Background: an optimization exercise with open tools, aiming at small area and a short achievable clock period. Do not read the settings as production practice. Function was not checked in any run shown here: the RTL went through the layout flow alone.

==> flow/design.v <==
module mod_fold(input [31:0] a, output [22:0] s);
wire [3:0] t0_sel = a[31:28];
wire [19:0] t0 =
    ({20{t0_sel == 4'd1}} & 20'd635539) |
    ({20{t0_sel == 4'd2}} & 20'd36977) |
    ({20{t0_sel == 4'd3}} & 20'd672516) |
    ({20{t0_sel == 4'd4}} & 20'd73954) |
    ({20{t0_sel == 4'd5}} & 20'd709493) |
    ({20{t0_sel == 4'd6}} & 20'd110931) |
    ({20{t0_sel == 4'd7}} & 20'd746470) |
    ({20{t0_sel == 4'd8}} & 20'd147908) |
    ({20{t0_sel == 4'd9}} & 20'd783447) |
    ({20{t0_sel == 4'd10}} & 20'd184885) |
    ({20{t0_sel == 4'd11}} & 20'd820424) |
    ({20{t0_sel == 4'd12}} & 20'd221862) |
    ({20{t0_sel == 4'd13}} & 20'd857401) |
    ({20{t0_sel == 4'd14}} & 20'd258839) |
    ({20{t0_sel == 4'd15}} & 20'd894378);
wire [3:0] t1_sel = a[27:24];
wire [20:0] t1 =
    ({21{t1_sel == 4'd1}} & 21'd733903) |
    ({21{t1_sel == 4'd2}} & 21'd233705) |
    ({21{t1_sel == 4'd3}} & 21'd967608) |
    ({21{t1_sel == 4'd4}} & 21'd467410) |
    ({21{t1_sel == 4'd5}} & 21'd1201313) |
    ({21{t1_sel == 4'd6}} & 21'd701115) |
    ({21{t1_sel == 4'd7}} & 21'd200917) |
    ({21{t1_sel == 4'd8}} & 21'd934820) |
    ({21{t1_sel == 4'd9}} & 21'd434622) |
    ({21{t1_sel == 4'd10}} & 21'd1168525) |
    ({21{t1_sel == 4'd11}} & 21'd668327) |
    ({21{t1_sel == 4'd12}} & 21'd168129) |
    ({21{t1_sel == 4'd13}} & 21'd902032) |
    ({21{t1_sel == 4'd14}} & 21'd401834) |
    ({21{t1_sel == 4'd15}} & 21'd1135737);
wire [3:0] t2_sel = a[23:20];
wire [20:0] t2 =
    ({21{t2_sel == 4'd1}} & 21'd1048576) |
    ({21{t2_sel == 4'd2}} & 21'd863051) |
    ({21{t2_sel == 4'd3}} & 21'd677526) |
    ({21{t2_sel == 4'd4}} & 21'd492001) |
    ({21{t2_sel == 4'd5}} & 21'd306476) |
    ({21{t2_sel == 4'd6}} & 21'd120951) |
    ({21{t2_sel == 4'd7}} & 21'd1169527) |
    ({21{t2_sel == 4'd8}} & 21'd984002) |
    ({21{t2_sel == 4'd9}} & 21'd798477) |
    ({21{t2_sel == 4'd10}} & 21'd612952) |
    ({21{t2_sel == 4'd11}} & 21'd427427) |
    ({21{t2_sel == 4'd12}} & 21'd241902) |
    ({21{t2_sel == 4'd13}} & 21'd56377) |
    ({21{t2_sel == 4'd14}} & 21'd1104953) |
    ({21{t2_sel == 4'd15}} & 21'd919428);
assign s = a[19:0] + t0 + t1 + t2;
endmodule
module mod_top(input [22:0] s, output [22:0] x);
assign x = s;
endmodule
module mod_final(input [22:0] x, output [20:0] r);
wire [23:0] d1 = {1'b0, x} - 24'd2468202;
wire [21:0] y1 = d1[23] ? x[21:0] : d1[21:0];
wire [22:0] d0 = {1'b0, y1} - 23'd1234101;
wire [20:0] y0 = d0[22] ? y1[20:0] : d0[20:0];
assign r = y0[20:0];
endmodule
module integer_division_modulus(input [31:0] a, output [20:0] r);
wire [22:0] s;
wire [22:0] x;
mod_fold A0 (.a(a), .s(s));
mod_top B0 (.s(s), .x(x));
mod_final C0 (.x(x), .r(r));
endmodule
module mod_reg(
    input clk,
    input [31:0] a,
    output reg [31:0] r
    );
wire [22:0] s;
wire [22:0] x;
wire [20:0] rc;
mod_fold A0 (.a(a), .s(s));
reg [22:0] q;
always @(posedge clk) q <= s;
mod_top B0 (.s(q), .x(x));
mod_final C0 (.x(x), .r(rc));
always @* r = {11'd0, rc};
endmodule
==> flow/flow/run.sh <==
#!/bin/bash
# The standard layout (standard.sh, the ORFS flow) with these changes:
#  - synthesis maps with flow/abc.script (flow/synth.tcl is synth_recipe.tcl with abc's script swapped);
#  - ports are buffered with buf_1 instead of the flow's default pick;
#  - any extra ORFS make variables listed in flow/knobs.txt (one per line).
# The make output goes to flow.log; each ORFS step keeps its own log under orfs/logs/.
set -euo pipefail
W=$PWD
sed -e "s#SYNTH_SCRIPT=[^ ]*#SYNTH_SCRIPT=$W/flow/synth.tcl#" standard.sh > my_standard.sh
export MY_ABC_SCRIPT=$W/flow/abc.script
EXTRA=()
if [[ -f flow/knobs.txt ]]; then
  while IFS= read -r line; do [[ -n "$line" ]] && EXTRA+=("$line"); done < flow/knobs.txt
fi
bash my_standard.sh "BUFFER_PORTS_ARGS=-buffer_cell sky130_fd_sc_hd__buf_1" "${EXTRA[@]}" finish > flow.log 2>&1
==> flow/flow/abc.script <==
strash
&get -n
&fraig -x
&put
scorr
dc2
dretime
strash
&get -n
&dch -f
&nf {D}
&put
buffer
upsize {D}
dnsize {D}
stime -p
==> flow/flow/synth.tcl <==
# synth_recipe.tcl with one change: abc maps with flow/abc.script (area-recovering
# mapping) instead of ORFS's speed script. Everything else is the standard synthesis.
proc synth {args} { yosys synth -nofsm -noshare {*}$args }
proc abc {args} {
  set i [lsearch -exact $args -script]
  if {$i >= 0} { lset args [expr {$i + 1}] $::env(MY_ABC_SCRIPT) }
  set i [lsearch -exact $args -D]
  if {$i >= 0} { set args [lreplace $args $i [expr {$i + 1}]] }
  if {[info exists ::env(MY_ABC_D)]} { lappend args -D $::env(MY_ABC_D) }
  yosys abc {*}$args
}
source $::env(SCRIPTS_DIR)/synth.tcl
# left out here: clear keep_hierarchy, flatten, clean up, hide names made inside functions, write 1_2_yosys.v
==> flow/standard.sh <==
#!/bin/bash
# synth_recipe.tcl (not shown) runs the flow's synth.tcl, then flattens the netlist and writes it again
# the make line also repeats each setting of config.mk as NAME=value (left out here)
make -C /OpenROAD-flow-scripts/flow DESIGN_CONFIG=/design/flow/config.mk WORK_HOME=/design/flow/orfs CLKGATE_MAP_FILE= SYNTH_SCRIPT=/design/flow/synth_recipe.tcl "${@:-finish}"
==> flow/config.mk <==
export PLATFORM = sky130hd
export DESIGN_NAME = mod_reg
export DESIGN_NICKNAME = mod_reg
export VERILOG_FILES = /design/flow/design.v
export SDC_FILE = /design/flow/constraint.sdc
export NUM_CORES = 4
export LEC_CHECK = 0
export CAP_MARGIN = 20
export CORE_MARGIN = 2
export CORE_UTILIZATION = 40
export SLEW_MARGIN = 20
==> flow/constraint.sdc <==
create_clock -name core_clock -period 28.0 [get_ports {clk}]
set_input_delay 5.6000 -clock core_clock [delete_from_list [all_inputs] [get_ports {clk}]]
set_output_delay 5.6000 -clock core_clock [all_outputs]
set_load 0.01 [all_outputs]
==> results_dict.tcl, run 1 <==
set metrics [dict create \
    firstDrtPassIters 4 \
    hold_viol 0 \
    rows 37 \
    status "complete, no violations" \
    synth-seq-cells 23 \
    fmax_mhz 90.7 \
    synth.avg_cell_area_sq_um 7.70 \
    min-delay-start "a[11]" \
    fin_crit_sh 0.394 \
    h-tree-depth 1 \
    diodes 0 \
    slowest_delay_ps 620 \
    drc 0 \
    drv_cap 0 \
    syn_area_sq_um 4260 \
    port_buffers 53 \
    post_cts_resized 0 \
    critPathArrivalTime_ps 11210 \
    finalSetupViolCount 0 \
    hpwl_mm 8.63 \
    cp_slowest_cell "nor4_1" \
    setup_slack_ps 16980 \
    cp-endpoint "q[21]$_DFF_P_" \
    synth-async-reset-ratio 0 \
    synth_flop_cell "dfxtp_1" \
    seq_area_frac_synth 0.108 \
    holdBufCountCts 0 \
    wl_per_cell_um 13.3 \
    top_register "q" \
    postCtsSetupBuffers 0 \
    synth_common_cells "inv_1 (82), nand2_1 (45), nor2_1 (44)" \
    finalSetupTns_ps 0 \
    cp.buffers_inverters 3 \
    worstMarginPinSlew_ps 924 \
    clockRootBuffer "clkbuf_8" \
    syn_inst 553 \
    boundaryPins 65 \
    placed_cells 726 \
    top_regs "q (23)" \
    synth.most_common_cell "inv_1" \
    fin_nets 695 \
    wl_mm 9.71 \
    required_ps 28190 \
    cp-startpoint "a[24]" \
    grt_max_degree 21 \
    vias_per_cell 5.00 \
    grt_pass1_wl_mm 16.4 \
    path_depth 27 \
    rsz0062_at_grt "no" \
    die_w_um 107 \
    preCtsSetupSlack_ps 16700 \
    vias 3649 \
    cp-start-kind "input port" \
    ys_types 53 \
    die_h_um 107 \
    synth-edff-count 0 \
    grt_pass1_vias 3542 \
    cts_sinks 23 \
    cts.path.max_buffers 2 \
    initial_core_util 0.412 \
    drive_gt1_frac 0.0438 \
    cp_top_family "compound AO/OA/AOI/OAI gates" \
    hold_depth 5 \
    dieArea_sq_um 11500 \
    critPathKind "in2reg" \
    ant_nets 0 \
    cts_tree "yes" \
    cts_buffers 3 \
    slew_violations 0 \
    relSlewSlack 0.384 \
    clkTransAtPathRegs_ps 70 \
    largest_register_ffs 23 \
    grt_util_all_layers 0.177 \
    layout_min_cycle_time_ps 11020 \
    synth_area_leader_cell "fa_1" \
    grt-ovfl-total 0 \
    crit_fanout 19 \
    core_sq_um 10300 \
    ys_warn_count 1 \
    finalNonFillerCells 730 \
    synthTopCellsByArea "fa_1 (18%), dfxtp_1 (11%), ha_1 (8.2%)" \
    worst_hold_path_type "in2reg" \
    drt_iter0_markers 195 \
    gp_congestion 0.867 \
    syn2layout_area_growth_pct 7.11 \
    antenna_found_initial 0 \
    yosysTopAreaCellShare 0.183 \
    whs_ps 6010 \
    worst_path_most_repeated_cell "o21ai_0" \
    cp-end-kind "register" \
]
-- final cells by class --
cell class | count | area (sq um)
multi-input combinational | 431 | 3370
fill | 1069 | 5760
sequential | 23 | 460
inverter | 82 | 308
clock inverter | 1 | 5.00
clock buffer | 3 | 41.3
timing repair buffer | 54 | 206
tap | 136 | 170
-- metal layers --
metal  global-route usage  up-vias  share of wire
li1                     -     1880              -
met1                0.232     1623           0.46
met2                0.299      126           0.46
met3              0.00729       20          0.042
met4               0.0826        0          0.041
met5                    0        -              0
-- metrics by stage --
step | instance area [sq um] | utilization
after floorplan | 4290 | -
after global placement | 4510 | 0.437
after detailed placement | 4510 | 0.437
after CTS | 4560 | 0.442
after global routing | 4560 | 0.442
final | 4560 | 0.442
-- how the worst min path moves through the flow --
stage                                to  slack, ps
after global placement             r[0]       6150
after global routing      q[11]$_DFF_P_       6040
after detailed placement           r[0]       6150
after CTS                 q[11]$_DFF_P_       5990
final                     q[11]$_DFF_P_       6010
after floorplan            q[0]$_DFF_P_       6020
-- worst min-delay path, cell delays in order --
cell     delay (ps)
buf_1            90
ha_1            130
ha_1            120
ha_1            190
xnor2_1          80
-- logic make-up (layout without fill, tap and decap cells) --
| group | after synthesis | in the layout | synth area share |
|---|---|---|---|
| adder cells (fa/ha/maj) | 67 | 67 | 0.266 |
| flip-flops | 23 | 23 | 0.108 |
| AND/OR/NAND/NOR | 152 | 152 | 0.168 |
| other | 1 | 11 | 0.000881 |
| buffers and inverters | 109 | 140 | 0.109 |
| multiplexers | 1 | 1 | 0.00235 |
| AO/OA/AOI/OAI | 136 | 136 | 0.213 |
| XOR/XNOR | 64 | 64 | 0.132 |
-- placed cells by master (no fill, tap or decap), types with 2 or more instances in the layout --
cell type	synthesis	routed
ha_1	28	28
o21ai_2	2	2
o21ai_0	28	28
nor3_1	6	6
inv_1	82	82
nand2b_1	11	11
dfxtp_1	23	23
o211ai_1	5	5
nor3b_1	4	4
nand3b_1	4	4
a21oi_2	4	4
clkbuf_8	0	3
fa_1	39	39
buf_1	1	53
o31ai_1	3	3
a21boi_0	2	2
o211ai_2	3	3
nand3_1	12	12
and2_1	6	6
a311oi_1	3	3
a31o_2	4	4
a21o_1	9	9
nor2_1	44	44
o32ai_1	2	2
nor2b_1	12	12
o21bai_1	9	9
o22ai_1	6	6
o21ai_1	12	12
xor2_1	27	27
conb_1	1	11
xnor2_1	37	37
a31oi_1	5	5
a211oi_1	3	3
nand2_1	45	45
a21oi_1	26	26
or2_2	4	4
==> run 2: changes to the inputs <==
==> flow/design.v (replaced) <==
module mod_fold(input [31:0] a, output [22:0] s);
wire [3:0] t0_sel = a[31:28];
wire [19:0] t0 =
    ({20{t0_sel == 4'd1}} & 20'd635539) |
    ({20{t0_sel == 4'd2}} & 20'd36977) |
    ({20{t0_sel == 4'd3}} & 20'd672516) |
    ({20{t0_sel == 4'd4}} & 20'd73954) |
    ({20{t0_sel == 4'd5}} & 20'd709493) |
    ({20{t0_sel == 4'd6}} & 20'd110931) |
    ({20{t0_sel == 4'd7}} & 20'd746470) |
    ({20{t0_sel == 4'd8}} & 20'd147908) |
    ({20{t0_sel == 4'd9}} & 20'd783447) |
    ({20{t0_sel == 4'd10}} & 20'd184885) |
    ({20{t0_sel == 4'd11}} & 20'd820424) |
    ({20{t0_sel == 4'd12}} & 20'd221862) |
    ({20{t0_sel == 4'd13}} & 20'd857401) |
    ({20{t0_sel == 4'd14}} & 20'd258839) |
    ({20{t0_sel == 4'd15}} & 20'd894378);
wire [2:0] t1_sel = a[27:25];
wire [20:0] t1 =
    ({21{t1_sel == 3'd1}} & 21'd233705) |
    ({21{t1_sel == 3'd2}} & 21'd467410) |
    ({21{t1_sel == 3'd3}} & 21'd701115) |
    ({21{t1_sel == 3'd4}} & 21'd934820) |
    ({21{t1_sel == 3'd5}} & 21'd1168525) |
    ({21{t1_sel == 3'd6}} & 21'd168129) |
    ({21{t1_sel == 3'd7}} & 21'd401834);
wire [2:0] t2_sel = a[24:22];
wire [20:0] t2 =
    ({21{t2_sel == 3'd1}} & 21'd492001) |
    ({21{t2_sel == 3'd2}} & 21'd984002) |
    ({21{t2_sel == 3'd3}} & 21'd241902) |
    ({21{t2_sel == 3'd4}} & 21'd733903) |
    ({21{t2_sel == 3'd5}} & 21'd1225904) |
    ({21{t2_sel == 3'd6}} & 21'd483804) |
    ({21{t2_sel == 3'd7}} & 21'd975805);
assign s = a[21:0] + t0 + t1 + t2;
endmodule
module mod_top(input [22:0] s, output [21:0] x);
wire [2:0] k_sel = s[22:20];
wire [20:0] k =
    ({21{k_sel == 3'd1}} & 21'd1048576) |
    ({21{k_sel == 3'd2}} & 21'd863051) |
    ({21{k_sel == 3'd3}} & 21'd677526) |
    ({21{k_sel == 3'd4}} & 21'd492001) |
    ({21{k_sel == 3'd5}} & 21'd306476) |
    ({21{k_sel == 3'd6}} & 21'd120951) |
    ({21{k_sel == 3'd7}} & 21'd1169527);
assign x = s[19:0] + k;
endmodule
module mod_final(input [21:0] x, output [20:0] r);
wire [22:0] d = {1'b0, x} - 23'd1234101;
assign r = d[22] ? x[20:0] : d[20:0];
endmodule
module integer_division_modulus(input [31:0] a, output [20:0] r);
wire [22:0] s;
wire [21:0] x;
mod_fold A0 (.a(a), .s(s));
mod_top B0 (.s(s), .x(x));
mod_final C0 (.x(x), .r(r));
endmodule
module mod_reg(
    input clk,
    input [31:0] a,
    output reg [31:0] r
    );
wire [22:0] s;
wire [21:0] x;
wire [20:0] rc;
mod_fold A0 (.a(a), .s(s));
reg [22:0] q;
always @(posedge clk) q <= s;
mod_top B0 (.s(q), .x(x));
mod_final C0 (.x(x), .r(rc));
always @* r = {11'd0, rc};
endmodule
==> run 2 against run 1 <==
  * Routed wire length fell by 14%
  * Largest cell class unchanged
  * Global-route usage fell by 1.6 points
  * Synthesized cell count fell by 11%
==> results_dict.tcl, run 2 <==
set metrics [dict create \
    rsz0062_at_grt "no" \
    post_cts_resized 0 \
    finalNonFillerCells 672 \
    largest_register_ffs 23 \
    worstMarginPinSlew_ps 838 \
    fin_crit_sh 0.399 \
    port_buffers 53 \
    setup_slack_ps 16820 \
    cts_sinks 23 \
    synth-seq-cells 23 \
    grt_max_degree 21 \
    core_sq_um 9680 \
    clockRootBuffer "clkbuf_8" \
    boundaryPins 65 \
    synth.avg_cell_area_sq_um 8.06 \
    top_register "q" \
    cp-end-kind "output port" \
    synthTopCellsByArea "fa_1 (20%), ha_1 (15%), dfxtp_1 (12%)" \
    synth-edff-count 0 \
    grt_util_all_layers 0.160 \
    vias 3092 \
    yosysTopAreaCellShare 0.197 \
    crit_fanout 20 \
    cts_tree "yes" \
    top_regs "q (23)" \
    postCtsSetupBuffers 0 \
    die_w_um 104 \
    fmax_mhz 89.5 \
    cts_buffers 3 \
    cts.path.max_buffers 2 \
    synth_flop_cell "dfxtp_1" \
    wl_per_cell_um 12.4 \
    finalSetupViolCount 0 \
    min-delay-start "a[21]" \
    cp-start-kind "register" \
    grt-ovfl-total 0 \
    cp-startpoint "q[21]$_DFF_P_" \
    drv_cap 0 \
    slew_violations 0 \
    drt_iter0_markers 78 \
    critPathArrivalTime_ps 5580 \
    initial_core_util 0.410 \
    syn_area_sq_um 3970 \
    worst_hold_path_type "in2reg" \
    seq_area_frac_synth 0.116 \
    fin_nets 659 \
    ys_warn_count 1 \
    critPathKind "reg2out" \
    wl_mm 8.34 \
    finalSetupTns_ps 0 \
    relSlewSlack 0.442 \
    synth-async-reset-ratio 0 \
    status "complete, no violations" \
    hpwl_mm 7.66 \
    diodes 0 \
    placed_cells 668 \
    antenna_found_initial 0 \
    synth_area_leader_cell "fa_1" \
    ys_types 35 \
    synth.most_common_cell "inv_1" \
    syn2layout_area_growth_pct 8.07 \
    dieArea_sq_um 10700 \
    hold_depth 3 \
    hold_viol 0 \
    holdBufCountCts 0 \
    grt_pass1_wl_mm 14.3 \
    firstDrtPassIters 6 \
    drc 0 \
    layout_min_cycle_time_ps 11180 \
    clkTransAtPathRegs_ps 70 \
    gp_congestion 0.897 \
    final_cell_mix "inv_1 (86), buf_1 (53), ha_1 (47)" \
    vias_per_cell 4.60 \
    syn_inst 493 \
    drive_gt1_frac 0.0223 \
    h-tree-depth 1 \
    required_ps 22400 \
    grt_pass1_vias 3121 \
    rows 36 \
    die_h_um 104 \
    min_to "q[22]$_DFF_P_" \
    synth_common_cells "inv_1 (86), ha_1 (47), a21oi_1 (46)" \
    ant_nets 0 \
    mostFrequentLayoutCell "inv_1" \
    preCtsSetupSlack_ps 16750 \
]
[run 2: cells by family after synthesis]
kind of cell             count (synthesis)  share of synthesized area
multiplexers                             1                    0.00252
flip-flops                              23                      0.116
AO/OA/AOI/OAI                          113                      0.175
AND/OR/NAND/NOR                        102                      0.115
XOR/XNOR                                60                      0.132
buffers and inverters                  107                      0.113
other                                    1                   0.000944
adder cells (fa/ha/maj)                 86                      0.345
[run 2: how the worst max path moves through the flow]
| stage | endpoint | cells after the start |
|---|---|---|
| after floorplan | q[22]$_DFF_P_ | 28 |
| after global placement | q[22]$_DFF_P_ | 27 |
| after detailed placement | q[22]$_DFF_P_ | 29 |
| after CTS | r[17] | 25 |
| after global routing | r[19] | 24 |
| final | r[3] | 25 |
[run 2: layout make-up]
cell class	instances	area (sq um)
multi-input combinational	373	3100
tap	133	166
sequential	23	460
clock buffer	4	45.0
inverter	86	323
fill	1020	5390
timing repair buffer	53	199
[run 2: stage by stage]
stage | utilization | instance area (sq um) | hold WS, ps
after CTS | 0.443 | 4290 | 5720
after detailed placement | 0.439 | 4250 | 5990
final | 0.443 | 4290 | 5720
after floorplan | - | 4010 | 5850
after global routing | 0.443 | 4290 | 5730
after global placement | 0.439 | 4250 | 5950
[run 2: worst max-delay path: stages (launching register included)]
cell and delay, ps:
dfxtp_1 480, inv_1 190, a21oi_1 350, ha_1 240, inv_1 60, fa_1 390, nor2b_1 110, o21ai_0 110
a21boi_0 190, o21ai_0 110, a21boi_0 230, o21ai_0 110, nand2b_1 110, a31o_2 190, a21o_1 110, nand2_1 60
a21oi_1 180, nand2b_1 140, xnor2_1 200, nor3_1 120, o21a_1 200, a211o_1 270, a21oi_2 680, nor2_1 130
xor2_1 170, buf_1 180
[run 2: layer usage]
metal  up-vias  GRT usage  wire, um
li1       1644          -         -
met1      1358      0.213      3960
met2        78      0.282      3940
met3        12    0.00881       291
met4         0     0.0473       148
met5         -          0         0
==> run 3: changes to the inputs <==
==> flow/flow/knobs.txt (new file) <==
CTS_BUF_LIST=sky130_fd_sc_hd__clkbuf_4
==> run 3 against run 2 <==
  * Still clean on timing, DRC and antenna
  * Critical path depth is the same
  * Die area is the same
  * Non-clock buffer count unchanged
  * Setup slack lost 53 ps
  * Synthesized area unchanged
  * Utilization decreased by 0.13 points
  * Final cell count increased by 0.15%
  * Routed wire length hardly changed
  * Critical path type unchanged
==> results_dict.tcl, run 3 <==
set metrics [dict create \
    status "complete, no violations" \
    hpwl_mm 7.66 \
    port_buffers 53 \
    rows 36 \
    yosysTopAreaCellShare 0.197 \
    gp_congestion 0.897 \
    cts_tree "yes" \
    drive_gt1_frac 0.0241 \
    finalSetupViolCount 0 \
    final_cell_mix "inv_1 (86), buf_1 (53), ha_1 (47)" \
    wl_mm 8.35 \
    fin_nets 659 \
    synth_top_family_by_area "adder cells" \
    clockRootBuffer "clkbuf_4" \
    post_cts_resized 0 \
    critPathArrivalTime_ps 5630 \
    synth-xor-area-share 0.132 \
    cp_slowest_cell "a21oi_2" \
    syn_inst 493 \
    firstDrtPassIters 4 \
    syn2layout_area_growth_pct 7.75 \
    vias 3078 \
    largest_register_ffs 23 \
    synth.avg_cell_area_sq_um 8.06 \
    grt_util_all_layers 0.161 \
    syn_area_sq_um 3970 \
    grt_max_degree 21 \
    synth.most_common_cell "inv_1" \
    synthTopCellsByArea "fa_1 (20%), ha_1 (15%), dfxtp_1 (12%)" \
    crit_fanout 20 \
    drt_iter0_markers 89 \
    mostFrequentLayoutCell "inv_1" \
    initial_core_util 0.410 \
    core_sq_um 9680 \
    die_h_um 104 \
    finalInstanceArea_sq_um 4280 \
    setup_slack_ps 16770 \
    slowest_delay_ps 680 \
    top_regs "q (23)" \
    wl_per_cell_um 12.4 \
    placed_area_sq_um 4250 \
    worstMarginPinSlew_ps 836 \
    grt_pass1_vias 3126 \
    worst_path_most_repeated_cell "o21ai_0" \
    preCtsSetupSlack_ps 16750 \
    postCtsSetupBuffers 0 \
    synth-seq-cells 23 \
    antenna_found_initial 1 \
    layout_min_cycle_time_ps 11230 \
    synth_adder_area_share 0.345 \
    worst_hold_path_type "in2reg" \
    drv_cap 0 \
    drc 0 \
    synth-async-reset-ratio 0 \
    grt-ovfl-total 0 \
    h-tree-depth 1 \
    rsz0062_at_grt "no" \
    vias_per_cell 4.57 \
    grt_pass1_wl_mm 14.3 \
    cp_top_family "compound AO/OA/AOI/OAI gates" \
    cp-startpoint "q[21]$_DFF_P_" \
    slew_violations 0 \
    critPathKind "reg2out" \
    hold_viol 0 \
    synthMuxAreaShare 0.00252 \
    fmax_mhz 89.0 \
    synth_compound_gate_area_share 0.175 \
    top_register "q" \
    cts_buffers 3 \
    placed_cells 668 \
    synth_common_cells "inv_1 (86), ha_1 (47), a21oi_1 (46)" \
    synth_area_leader_cell "fa_1" \
    cts.path.max_buffers 2 \
    min-delay-start "a[21]" \
    cp.buffers_inverters 3 \
    synth-edff-count 0 \
    seq_area_frac_synth 0.116 \
    ys_types 35 \
    cp-start-kind "register" \
    cp-end-kind "output port" \
    finalSetupTns_ps 0 \
    boundaryPins 65 \
    ant_nets 0 \
    clkTransAtPathRegs_ps 100 \
    holdBufCountCts 0 \
    whs_ps 5670 \
    dieArea_sq_um 10700 \
    fin_crit_sh 0.401 \
    die_w_um 104 \
    relSlewSlack 0.443 \
    fin_util 0.442 \
    ys_warn_count 1 \
    finalNonFillerCells 673 \
    cts_sinks 23 \
    required_ps 22400 \
    synth-simple-area-share 0.115 \
    synth_flop_cell "dfxtp_1" \
]
[run 3: cell counts after synthesis]
No cell type changed its count.
[run 3: area by class of cell]
type	count	area (sq um)
timing repair buffer	53	199
inverter	86	323
clock buffer	4	30.0
fill	1018	5410
tap	133	166
multi-input combinational	373	3100
antenna	1	2.50
sequential	23	460
[run 3: worst paths after layout]
check	to	slack, ps	cells after the start
worst max-delay path	r[3]	16770	25
worst min-delay path	q[22]$_DFF_P_	5670	3
[run 3: routing by layer]
layer,global-route usage,share of wire,vias to the layer above
met5,0,0,-
met4,0.0502,0.016,0
met3,0.00881,0.038,8
met2,0.282,0.48,78
met1,0.212,0.47,1344
li1,-,-,1648
[run 3: tightest hold or removal path, cell delays in order]
cell	delay (ps)
buf_1	80
ha_1	160
xnor2_1	80
[run 3: cell families after synthesis]
| family | Yosys count |
|---|---|
| AOI/OAI and AO/OA | 113 |
| buffers and inverters | 107 |
| and+or+nand+nor | 102 |
| adders and majority gates | 86 |
| xor gates and xnor gates | 60 |
| DFF | 23 |
| other | 1 |
| muxes | 1 |
==> run 4: changes to the inputs <==
==> flow/flow/knobs.txt (replaced) <==
SETUP_SLACK_MARGIN=17.8
==> run 4 against run 3 <==
  * Still clean
  * Flip-flop and latch count stayed put
  * First-iteration DRC count decreased by 16%
  * Die area unchanged
  * Via count grew 11%
  * Setup slack better by 1000 ps
  * Synthesized cell count is the same
  * Worst hold slack better by 74 ps
  * Sequential share of layout area is 1.6 points lower
  * Highest routed layer unchanged
==> results_dict.tcl, run 4 <==
set metrics [dict create \
    status "complete, no violations" \
    hold_viol 0 \
    vias 3423 \
    clockRootBuffer "clkbuf_8" \
    core_sq_um 9680 \
    die_h_um 104 \
    largest_register_ffs 23 \
    synth_common_cells "inv_1 (86), ha_1 (47), a21oi_1 (46)" \
    clkTransAtPathRegs_ps 70 \
    firstDrtPassIters 4 \
    finalSetupTns_ps 0 \
    seq_area_frac_synth 0.116 \
    cp-start-kind "register" \
    cp-endpoint "r[13]" \
    fin_nets 712 \
    cp_top_family "compound AO/OA/AOI/OAI gates" \
    synth-seq-cells 23 \
    grt_max_degree 13 \
    critPathKind "reg2out" \
    wl_per_cell_um 13.3 \
    grt_pass1_wl_mm 15.3 \
    ant_nets 0 \
    port_buffers 53 \
    cts_sinks 23 \
    cts.path.max_buffers 2 \
    cp_slowest_cell "dfxtp_4" \
    grt-ovfl-total 0 \
    finalSetupViolCount 0 \
    top_register "q" \
    cp-startpoint "q[20]$_DFF_P_" \
    rsz0062_at_grt "yes" \
    placed_area_sq_um 4290 \
    min-delay-start "a[21]" \
    grt_util_all_layers 0.173 \
    fmax_mhz 98.1 \
    relSlewSlack 0.541 \
    hpwl_mm 7.69 \
    required_ps 22400 \
    synth-edff-count 0 \
    cp-end-kind "output port" \
    h-tree-depth 1 \
    syn2layout_area_growth_pct 29.5 \
    syn_area_sq_um 3970 \
    worstMarginPinSlew_ps 686 \
    synth.most_common_cell "inv_1" \
    synth-async-reset-ratio 0 \
    wl_mm 9.63 \
    rows 36 \
    synth.avg_cell_area_sq_um 8.06 \
    finalInstanceArea_sq_um 5140 \
    cts_tree "yes" \
    slowest_delay_ps 400 \
    synth_flop_cell "dfxtp_1" \
    synthTopCellsByArea "fa_1 (20%), ha_1 (15%), dfxtp_1 (12%)" \
    path_depth 25 \
    worst_hold_path_type "in2reg" \
    gp_congestion 0.870 \
    ys_warn_count 1 \
    critPathArrivalTime_ps 4590 \
    diodes 0 \
    layout_min_cycle_time_ps 10190 \
    crit_fanout 5 \
    vias_per_cell 4.72 \
    mostFrequentLayoutCell "inv_1" \
    antenna_found_initial 0 \
    holdBufCountCts 0 \
    grt_pass1_vias 3391 \
    cp.buffers_inverters 2 \
    dieArea_sq_um 10700 \
    cts_buffers 3 \
    ys_types 35 \
    worst_path_most_repeated_cell "a21oi_2" \
    fin_crit_sh 0.364 \
    drc 0 \
    yosysTopAreaCellShare 0.197 \
    final_cell_mix "inv_1 (80), buf_4 (49), ha_1 (44)" \
    syn_inst 493 \
    die_w_um 104 \
    boundaryPins 65 \
    slew_violations 0 \
    top_regs "q (23)" \
    drv_cap 0 \
    synth_area_leader_cell "fa_1" \
    initial_core_util 0.410 \
    drive_gt1_frac 0.291 \
    drt_iter0_markers 75 \
]
==> run 4: metrics by stage <==
stage	worst slack (ps)	util	cells	hold WS (ps)
floorplan	17810	-	503	5850
global placement	16960	0.443	668	6010
detailed placement	16880	0.443	668	6020
CTS	17800	0.499	714	5740
global route	17510	0.531	725	5770
finish	17810	0.531	725	5740
==> run 4: per-layer routing <==
metal  global-route usage  part of all wire  vias to the layer above
li1                     -                 -                     1758
met1                0.207              0.44                     1564
met2                0.326              0.51                       87
met3              0.00818             0.027                       14
met4               0.0637             0.022                        0
met5                    0                 0                        -
==> run 4: worst min-delay path, stage by stage <==
cell	delay, ps
buf_1	70
ha_1	190
xnor2_2	90
==> run 4: kinds of logic (layout without fill, tap and decap cells) <==
kind of cell / after synthesis / count (layout) / share of synthesized area
adder cells (fa/ha/maj): 86 / 86 / 0.345
multiplexers: 1 / 1 / 0.00252
buffers and inverters: 107 / 194 / 0.113
AND/OR/NAND/NOR: 102 / 102 / 0.115
AO/OA/AOI/OAI: 113 / 115 / 0.175
flip-flops: 23 / 23 / 0.116
other: 1 / 11 / 0.000944
XOR/XNOR: 60 / 60 / 0.132
==> run 4: cell type report <==
type / instances / area (sq um)
Clock buffer: 4 / 45.0
Fill cell: 924 / 4540
Inverter: 86 / 328
Multi-Input combinational cell: 375 / 3490
Sequential cell: 23 / 469
Tap cell: 133 / 166
Timing Repair Buffer: 104 / 647
==> run 4: how the worst min path moves through the flow <==
stage	depth (start not counted)	slack (ps)	to
floorplan	2	5850	q[22]$_DFF_P_
global placement	3	6010	q[22]$_DFF_P_
detailed placement	3	6020	q[22]$_DFF_P_
CTS	3	5740	q[22]$_DFF_P_
global route	3	5770	q[22]$_DFF_P_
finish	3	5740	q[22]$_DFF_P_
==> run 4: timing repair <==
action / 4_1_cts / 5_1_grt
cloned: 2 / 0
buffers inserted: 40 / 11
pin swaps: 39 / 54
hold endpoints to repair: 0 / 0
resized for setup: 63 / 83
endpoints found under the setup margin: 25 / 24
==> run 5: changes to the inputs <==
==> flow/flow/abc.script (replaced) <==
strash
&get -n
&st
&dch
&nf
&put
buffer -c
upsize -c
dnsize -c
stime -p
removed: flow/flow/knobs.txt
==> run 5 against run 4 <==
  * Still clean
  * Die area grew 15%
  * Critical path depth shrank 9
  * Via count grew 13%
  * Worst hold slack is essentially flat
  * Synthesized cell count grew 18%
  * Sequential share of layout area grew 0.23 points
  * Synthesized area grew 15%
  * Maximum frequency shrank 3.3%
==> results_dict.tcl, run 5 <==
set metrics [dict create \
    status "complete, no violations" \
    dieArea_sq_um 12300 \
    critPathKind "reg2out" \
    grt_max_degree 22 \
    preCtsSetupSlack_ps 17700 \
    diodes 0 \
    synth-async-reset-ratio 0 \
    syn2layout_area_growth_pct 7.69 \
    cp-start-kind "register" \
    cts_buffers 3 \
    cts_tree "yes" \
    h-tree-depth 1 \
    drv_cap 0 \
    die_h_um 111 \
    fmax_mhz 94.9 \
    syn_inst 582 \
    drive_gt1_frac 0.0417 \
    min-delay-start "a[21]" \
    grt_util_all_layers 0.172 \
    largest_register_ffs 23 \
    ant_nets 0 \
    cp-startpoint "q[21]$_DFF_P_" \
    yosysTopAreaCellShare 0.171 \
    grt-ovfl-total 0 \
    rows 39 \
    cp_slowest_cell "o221ai_2" \
    firstDrtPassIters 5 \
    gp_congestion 0.873 \
    synth_common_cells "nand2_1 (65), inv_1 (63), a21oi_1 (55)" \
    slowest_delay_ps 730 \
    hpwl_mm 9.30 \
    wl_per_cell_um 13.6 \
    layout_min_cycle_time_ps 10540 \
    fin_crit_sh 0.376 \
    crit_path_cell_trace "inv_1 > a21oi_1 > ha_1 > inv_1 > fa_1 > nand3b_1 > a2111oi_2 > a211oi_2 > xnor2_1 > and2_1 > nor2_1 > a21boi_2 > o221ai_2 > o211ai_1 > xnor2_1 > buf_1" \
    top_regs "q (23)" \
    drc 0 \
    slew_violations 0 \
    ys_types 61 \
    antenna_found_initial 0 \
    finalSetupViolCount 0 \
    relSlewSlack 0.392 \
    cts.path.max_buffers 2 \
    crit_fanout 21 \
    top_register "q" \
    synth.most_common_cell "nand2_1" \
    post_cts_resized 0 \
    core_sq_um 11300 \
    holdBufCountCts 0 \
    mostFrequentLayoutCell "nand2_1" \
    setup_slack_ps 17460 \
    synth.avg_cell_area_sq_um 7.86 \
    final_cell_mix "nand2_1 (65), inv_1 (63), a21oi_1 (55)" \
    ys_warn_count 1 \
    grt_pass1_wl_mm 17.8 \
    wl_mm 10.5 \
    boundaryPins 65 \
    worst_hold_path_type "in2reg" \
    synth_area_leader_cell "fa_1" \
    finalSetupTns_ps 0 \
    clockRootBuffer "clkbuf_16" \
    cts_sinks 23 \
    rsz0062_at_grt "no" \
    vias 3877 \
    synthTopCellsByArea "fa_1 (17%), ha_1 (13%), dfxtp_1 (10%)" \
    die_w_um 111 \
    drt_iter0_markers 197 \
    seq_area_frac_synth 0.101 \
    cp-end-kind "output port" \
    synth-seq-cells 23 \
    initial_core_util 0.406 \
    grt_pass1_vias 3935 \
    vias_per_cell 5.05 \
    postCtsSetupBuffers 0 \
    synth_flop_cell "dfxtp_1" \
    critPathArrivalTime_ps 4940 \
    required_ps 22400 \
    fin_nets 744 \
    hold_viol 0 \
    clkTransAtPathRegs_ps 50 \
    port_buffers 53 \
    synth-edff-count 0 \
    syn_area_sq_um 4570 \
    worstMarginPinSlew_ps 913 \
]
[run 5: changes by cell type after synthesis, moves of 4 or more]
cell	change
a21oi_2	-6
nand2_1	+39
o211ai_1	+4
o21ai_0	+12
o21bai_1	-11
nand4_1	+8
nand3_1	+6
a21oi_1	+9
inv_1	-23
nor2_1	+4
[run 5: worst max-delay path: cells and delay by family (launching register included)]
kind                     cells  cell delay, ps
XOR/XNOR                     2             570
AND/OR/NAND/NOR              3             490
adder cells (fa/ha/maj)      2             640
buffers and inverters        3             410
AO/OA/AOI/OAI                6            2050
flip-flops                   1             520
[run 5: layout make-up]
cell class	instances	area, sq um
well taps	143	179
multi-input cells	481	3770
clock inverters	1	5.00
clock buffers	3	75.1
inverters	63	236
fillers	1200	6350
repair buffers	53	199
flip-flops and latches	23	460
[run 5: worst paths after layout]
kind / to / slack [ps] / depth (start not counted)
max: r[18] / 17460 / 16
min: q[22]$_DFF_P_ / 5740 / 3
[run 5: logic make-up after synthesis]
group | synth area share
buf+inv | 0.0832
compound gates | 0.208
other cells | 0.000820
fa+ha+maj | 0.299
flops | 0.101
simple gates | 0.181
mux | 0.00958
xor+xnor | 0.117
[run 5: metal layers]
| metal | global-route usage | wire length (um) | share of wire | vias up |
|---|---|---|---|---|
| met1 | 0.209 | 4640 | 0.44 | 1748 |
| met2 | 0.325 | 5260 | 0.50 | 94 |
| met5 | 0 | 0 | 0 | - |
| met3 | 0.0115 | 404 | 0.039 | 11 |
| li1 | - | - | - | 2024 |
| met4 | 0.0525 | 152 | 0.015 | 0 |
[run 5: through the flow]
| step | util | hold WS (ps) | cell area [sq um] | instances |
|---|---|---|---|---|
| floorplan | - | 5850 | 4610 | 592 |
| global placement | 0.430 | 6010 | 4840 | 763 |
| detailed placement | 0.430 | 6020 | 4840 | 763 |
| CTS | 0.437 | 5760 | 4920 | 767 |
| global route | 0.437 | 5790 | 4920 | 767 |
| finish | 0.437 | 5740 | 4920 | 767 |
==> run 6: changes to the inputs <==
==> flow/flow/abc.script (replaced) <==
strash
&get -n
&st
&synch2
&if -g -K 6
&synch2
&nf
&put
stime -p
==> run 6 against run 5 <==
  * Synthesized cell count grew 0.52%
  * Flip-flop and latch count unchanged
  * Non-clock buffer count unchanged
  * Utilization grew 0.99 points
  * First-iteration DRC count fell by 8.1%
  * Setup slack worse by 400 ps
  * Routed wire length increased by 4.0%
  * Worst hold slack improved by 6.1 ps
  * Final cell count up 1.4%
  * Clock-buffer cell count unchanged
  * Critical path depth is the same
  * Critical path type unchanged
  * Largest cell class unchanged
==> results_dict.tcl, run 6 <==
set metrics [dict create \
    syn_area_sq_um 4500 \
    cts_sinks 23 \
    vias 4093 \
    wl_met2_mm 5.38 \
    fin_crit_sh 0.391 \
    status "complete, no violations" \
    finalNonFillerCells 778 \
    synth.avg_cell_area_sq_um 7.69 \
    synth-edff-count 0 \
    hold_depth 3 \
    die_w_um 110 \
    gp_congestion 0.908 \
    fin_nets 758 \
    hold_viol 0 \
    clkTransAtPathRegs_ps 70 \
    syn_inst 585 \
    seq_area_frac_synth 0.102 \
    rsz0062_at_grt "no" \
    ys_types 47 \
    core_sq_um 10900 \
    relSlewSlack 0.517 \
    finalSetupTns_ps 0 \
    top_register "q" \
    final_cell_mix "clkinv_1 (69), nand2_1 (69), a21oi_1 (58)" \
    die_h_um 110 \
    worst_hold_path_type "in2reg" \
    port_buffers 53 \
    finalSetupViolCount 0 \
    cp-end-kind "output port" \
    ys_warn_count 1 \
    fmax_mhz 91.4 \
    grt_util_all_layers 0.185 \
    crit_fanout 22 \
    firstDrtPassIters 4 \
    cts.path.max_buffers 2 \
    whs_ps 5750 \
    grt_max_degree 23 \
    initial_core_util 0.413 \
    synthTopCellsByArea "fa_1 (17%), ha_1 (13%), dfxtp_1 (10%)" \
    routed-wl-met3_um 367 \
    min_to "q[22]$_DFF_P_" \
    drt_iter0_markers 181 \
    drv_cap 0 \
    met1_length_mm 4.91 \
    required_ps 22400 \
    clockRootBuffer "clkbuf_8" \
    grt_pass1_wl_mm 18.1 \
    largest_register_ffs 23 \
    drc 0 \
    h-tree-depth 1 \
    yosysTopAreaCellShare 0.174 \
    placed_cells 774 \
    worstMarginPinSlew_ps 725 \
    antenna_found_initial 0 \
    critPathKind "reg2out" \
    routed.top_layer "met4" \
    drive_gt1_frac 0.00627 \
    dieArea_sq_um 12100 \
    synth_flop_cell "dfxtp_1" \
    layout_min_cycle_time_ps 10940 \
    wl_mm 10.9 \
    ant_nets 0 \
    post_cts_resized 0 \
    critPathArrivalTime_ps 5340 \
    min-delay-start "a[21]" \
    fillCellCount 1110 \
    hpwl_mm 9.62 \
    synth_area_leader_cell "fa_1" \
    synth-async-reset-ratio 0 \
    grt-ovfl-total 0 \
    wl_per_cell_um 14.0 \
    boundaryPins 65 \
    syn2layout_area_growth_pct 8.09 \
    postCtsSetupBuffers 0 \
    rows 38 \
    synth_common_cells "clkinv_1 (69), nand2_1 (69), a21oi_1 (58)" \
    holdBufCountCts 0 \
    top_regs "q (23)" \
    vias_per_cell 5.26 \
    grt_pass1_vias 4083 \
    diodes 0 \
    slew_violations 0 \
    cp-start-kind "register" \
    cts_tree "yes" \
    synth-seq-cells 23 \
    cts_buffers 3 \
]
==> run 6: worst max-delay path, stage by stage (launching register included) <==
cell,delay (ps)
dfxtp_1,530
clkinv_1,170
a21oi_1,390
ha_1,310
clkinv_1,100
fa_1,390
nand3b_1,220
a21oi_1,210
a31oi_1,180
o21bai_1,190
xor2_1,390
nand2_1,160
o31ai_1,540
a31o_1,710
o21ai_0,240
xnor2_1,190
buf_1,160
==> run 6: worst max-delay path by stage <==
stage             startpoint     to  slack [ps]  depth (start not counted)
2_1_floorplan  q[22]$_DFF_P_  r[17]       18380                         15
4_1_cts        q[22]$_DFF_P_   r[6]       17040                         16
3_5_place_dp   q[22]$_DFF_P_   r[6]       17320                         16
5_1_grt        q[22]$_DFF_P_  r[17]       16600                         16
6_report       q[22]$_DFF_P_   r[6]       17060                         16
3_3_place_gp   q[22]$_DFF_P_   r[6]       17480                         16
==> run 6: stage by stage <==
stage	setup slack, ps	utilization	instance area [sq um]
after CTS	17040	0.447	4860
after global placement	17480	0.442	4820
final	17060	0.447	4860
after detailed placement	17320	0.442	4820
after floorplan	18380	-	4540
after global routing	16600	0.447	4860
==> run 6: final cells by class <==
class,count,area [sq um],share of cell area
multi-input combinational,489,3720,0.766
sequential,23,460,0.0947
tap,140,175,0.0360
clock buffer,3,41.3,0.00849
inverter,69,259,0.0533
clock inverter,1,5.00,0.00103
timing repair buffer,53,199,0.0409
==> run 6: cells by family after synthesis <==
kind of cell,share of synthesized area
and+or+nand+nor,0.172
AOI/OAI and AO/OA,0.211
adders and majority gates,0.304
buffers and inverters,0.0784
xor gates and xnor gates,0.123
DFF,0.102
muxes,0.00890
other,0.000833
==> run 6: routing by layer <==
metal  vias to the layer above  track usage
met1                      1880        0.227
met5                         -            0
li1                       2098            -
met4                         0       0.0533
met2                       103        0.349
met3                        12      0.00941
==> run 7: changes to the inputs <==
--- a/flow/design.v
+++ b/flow/design.v
@@ -25,16 +25,24 @@
     ({21{t1_sel == 3'd5}} & 21'd1168525) |
     ({21{t1_sel == 3'd6}} & 21'd168129) |
     ({21{t1_sel == 3'd7}} & 21'd401834);
-wire [2:0] t2_sel = a[24:22];
+wire [3:0] t2_sel = a[24:21];
 wire [20:0] t2 =
-    ({21{t2_sel == 3'd1}} & 21'd492001) |
-    ({21{t2_sel == 3'd2}} & 21'd984002) |
-    ({21{t2_sel == 3'd3}} & 21'd241902) |
-    ({21{t2_sel == 3'd4}} & 21'd733903) |
-    ({21{t2_sel == 3'd5}} & 21'd1225904) |
-    ({21{t2_sel == 3'd6}} & 21'd483804) |
-    ({21{t2_sel == 3'd7}} & 21'd975805);
-assign s = a[21:0] + t0 + t1 + t2;
+    ({21{t2_sel == 4'd1}} & 21'd863051) |
+    ({21{t2_sel == 4'd2}} & 21'd492001) |
+    ({21{t2_sel == 4'd3}} & 21'd120951) |
+    ({21{t2_sel == 4'd4}} & 21'd984002) |
+    ({21{t2_sel == 4'd5}} & 21'd612952) |
+    ({21{t2_sel == 4'd6}} & 21'd241902) |
+    ({21{t2_sel == 4'd7}} & 21'd1104953) |
+    ({21{t2_sel == 4'd8}} & 21'd733903) |
+    ({21{t2_sel == 4'd9}} & 21'd362853) |
+    ({21{t2_sel == 4'd10}} & 21'd1225904) |
+    ({21{t2_sel == 4'd11}} & 21'd854854) |
+    ({21{t2_sel == 4'd12}} & 21'd483804) |
+    ({21{t2_sel == 4'd13}} & 21'd112754) |
+    ({21{t2_sel == 4'd14}} & 21'd975805) |
+    ({21{t2_sel == 4'd15}} & 21'd604755);
+assign s = a[20:0] + t0 + t1 + t2;
 endmodule
 module mod_top(input [22:0] s, output [21:0] x);
 wire [2:0] k_sel = s[22:20];
==> flow/flow/abc.script (replaced) <==
strash
&get -n
&fraig -x
&put
scorr
dc2
dretime
strash
&get -n
&dch -f
&nf {D}
&put
buffer
upsize {D}
dnsize {D}
stime -p
==> run 7 against run 6 <==
  * Utilization shrank 0.95 points
  * Global-route usage shrank 2.3 points
  * Critical path depth grew 10
  * Highest routed layer unchanged
  * Still clean on timing, DRC and antenna
  * Worst hold slack gained 260 ps
  * Setup slack lost 530 ps
  * Cell area shrank 8.0%
  * Routed wire length shrank 19%
  * Synthesized area shrank 7.2%
==> results_dict.tcl, run 7 <==
set metrics [dict create \
    rsz0062_at_grt "no" \
    syn_inst 539 \
    wl_per_cell_um 12.2 \
    top_regs "q (23)" \
    fin_nets 700 \
    firstDrtPassIters 6 \
    vias 3388 \
    dieArea_sq_um 11300 \
    rows 37 \
    synth_flop_cell "dfxtp_1" \
    cp-end-kind "output port" \
    synthTopCellsByArea "fa_1 (19%), ha_1 (14%), dfxtp_1 (11%)" \
    layout_min_cycle_time_ps 11470 \
    initial_core_util 0.408 \
    fillCellCount 1089 \
    largest_register_ffs 23 \
    yosysTopAreaCellShare 0.192 \
    status "complete, no violations" \
    placed_area_sq_um 4430 \
    ys_types 42 \
    drive_gt1_frac 0.0207 \
    cp-start-kind "register" \
    synth-seq-cells 23 \
    gp_congestion 0.872 \
    min-delay-start "a[0]" \
    die_w_um 106 \
    syn2layout_area_growth_pct 7.13 \
    finalSetupTns_ps 0 \
    die_h_um 106 \
    drc 0 \
    finalInstanceArea_sq_um 4470 \
    synth-async-reset-ratio 0 \
    slew_violations 0 \
    hold_viol 0 \
    port_buffers 53 \
    hold_depth 5 \
    cts_buffers 3 \
    worstMarginPinSlew_ps 907 \
    cts.path.max_buffers 2 \
    diodes 0 \
    synth.most_common_cell "inv_1" \
    final_cell_mix "inv_1 (97), nor2_1 (61), buf_1 (53)" \
    min_to "q[0]$_DFF_P_" \
    fmax_mhz 87.2 \
    top_register "q" \
    syn_area_sq_um 4180 \
    clkTransAtPathRegs_ps 70 \
    holdBufCountCts 0 \
    post_cts_resized 0 \
    antenna_found_initial 0 \
    finalSetupViolCount 0 \
    mostFrequentLayoutCell "inv_1" \
    clockRootBuffer "clkbuf_8" \
    fin_util 0.437 \
    postCtsSetupBuffers 0 \
    ys_warn_count 1 \
    grt_max_degree 22 \
    critPathArrivalTime_ps 5870 \
    slowest_delay_ps 720 \
    core_sq_um 10200 \
    vias_per_cell 4.73 \
    cts_tree "yes" \
    required_ps 22400 \
    cp-startpoint "q[21]$_DFF_P_" \
    grt_util_all_layers 0.162 \
    synth_area_leader_cell "fa_1" \
    ant_nets 0 \
    worst_hold_path_type "in2reg" \
    grt_pass1_wl_mm 15.1 \
    hpwl_mm 7.94 \
    h-tree-depth 1 \
    wl_mm 8.76 \
    synth.avg_cell_area_sq_um 7.75 \
    cts_sinks 23 \
    synth-edff-count 0 \
    synth_common_cells "inv_1 (97), nor2_1 (61), ha_1 (46)" \
    cp_slowest_cell "a21oi_2" \
    drt_iter0_markers 134 \
    crit_fanout 21 \
    critPathKind "reg2out" \
    drv_cap 0 \
    fin_crit_sh 0.410 \
    grt-ovfl-total 0 \
    seq_area_frac_synth 0.110 \
    worst_path_most_repeated_cell "a21oi_2" \
    boundaryPins 65 \
    relSlewSlack 0.395 \
    grt_pass1_vias 3317 \
    whs_ps 6020 \
]
==> run 7: cell types whose count changed after synthesis, moves of 8 or more <==
cell,previous run,this run
inv_1,0,97
nor2_1,33,61
clkinv_1,69,0
a21oi_1,58,41
o21ai_0,40,22
clkbuf_1,0,13
nand2_1,69,29
xnor2_1,40,32
nand4_1,10,0
nand3_1,14,1
==> run 7: kinds of logic after synthesis <==
kind of cell | synth area share
compound gates | 0.181
xor+xnor | 0.115
fa+ha+maj | 0.330
buf+inv | 0.124
flops | 0.110
mux | 0.00240
other cells | 0.000898
simple gates | 0.136
==> run 7: worst max-delay path: cells and delay by family (launching register included) <==
kind,cells,cell delay (ps)
flops,1,490
simple gates,4,800
fa+ha+maj,2,650
compound gates,15,2890
buf+inv,3,400
xor+xnor,2,380
==> run 7: layout make-up <==
| cell class | instances | area (sq um) | share of cell area |
|---|---|---|---|
| clock buffers | 4 | 45.0 | 0.0101 |
| multi-input cells | 403 | 3230 | 0.723 |
| inverters | 97 | 364 | 0.0814 |
| repair buffers | 53 | 199 | 0.0445 |
| flip-flops and latches | 23 | 460 | 0.103 |
| well taps | 136 | 170 | 0.0380 |
==> run 7: worst max path at each step <==
stage / endpoint / slack [ps] / cells past startpoint
6_report: r[13] / 16530 / 26
3_5_place_dp: q[21]$_DFF_P_ / 16560 / 27
2_1_floorplan: q[21]$_DFF_P_ / 17440 / 27
5_1_grt: r[17] / 15940 / 26
4_1_cts: r[13] / 16470 / 26
3_3_place_gp: q[21]$_DFF_P_ / 16790 / 26
==> run 7: metrics by stage <==
stage	setup WS, ps	std cells
after global placement	16790	712
after global routing	15940	716
final	16530	716
after detailed placement	16560	712
after CTS	16470	716
after floorplan	17440	549
==> run 7: layer usage <==
layer / global-route usage / vias up / wire length [um]
met5: 0 / - / 0
met1: 0.216 / 1521 / 4170
met3: 0.00552 / 6 / 302
li1: - / 1786 / -
met4: 0.0348 / 0 / 79
met2: 0.294 / 75 / 4200

==> port drivers added, routing unchanged <==
No port has a modelled driver above. Below, the same layouts with a new extraction and two added sets of constraints. Step 1 sets driving cells, clkbuf_16 on the clock port and buf_2 on the other inputs (assumed; they add their load-dependent delay and slew). Step 2 adds t to the input delays and takes it off the output delays; t is the mean of the earliest and latest rising clock arrival at the registers after step 1. Input paths then give back, and output paths get back, about the clock's delay inside the block. Slacks: ideal / step 1 / step 2; pairs: ideal / step 1.
run	t, ns	setup slack, ns	pins driven straight from the clock port
run 1	0.276	16.978 / 16.979 / 16.704	1
run 2	0.276	16.821 / 16.794 / 16.725	1
run 3	0.316	16.768 / 16.742 / 16.719	1
run 4	0.273	17.805 / 17.781 / 17.582	1
run 5	0.280	17.461 / 17.432 / 17.713	1
run 6	0.279	17.057 / 17.027 / 17.306	1
run 7	0.272	16.527 / 16.503 / 16.517	1
After both steps setup and hold are still met in every run listed. For run 1, which loses most, drivers alone change the setup slack by +0.001 ns; drivers and shift together by -0.274 ns.
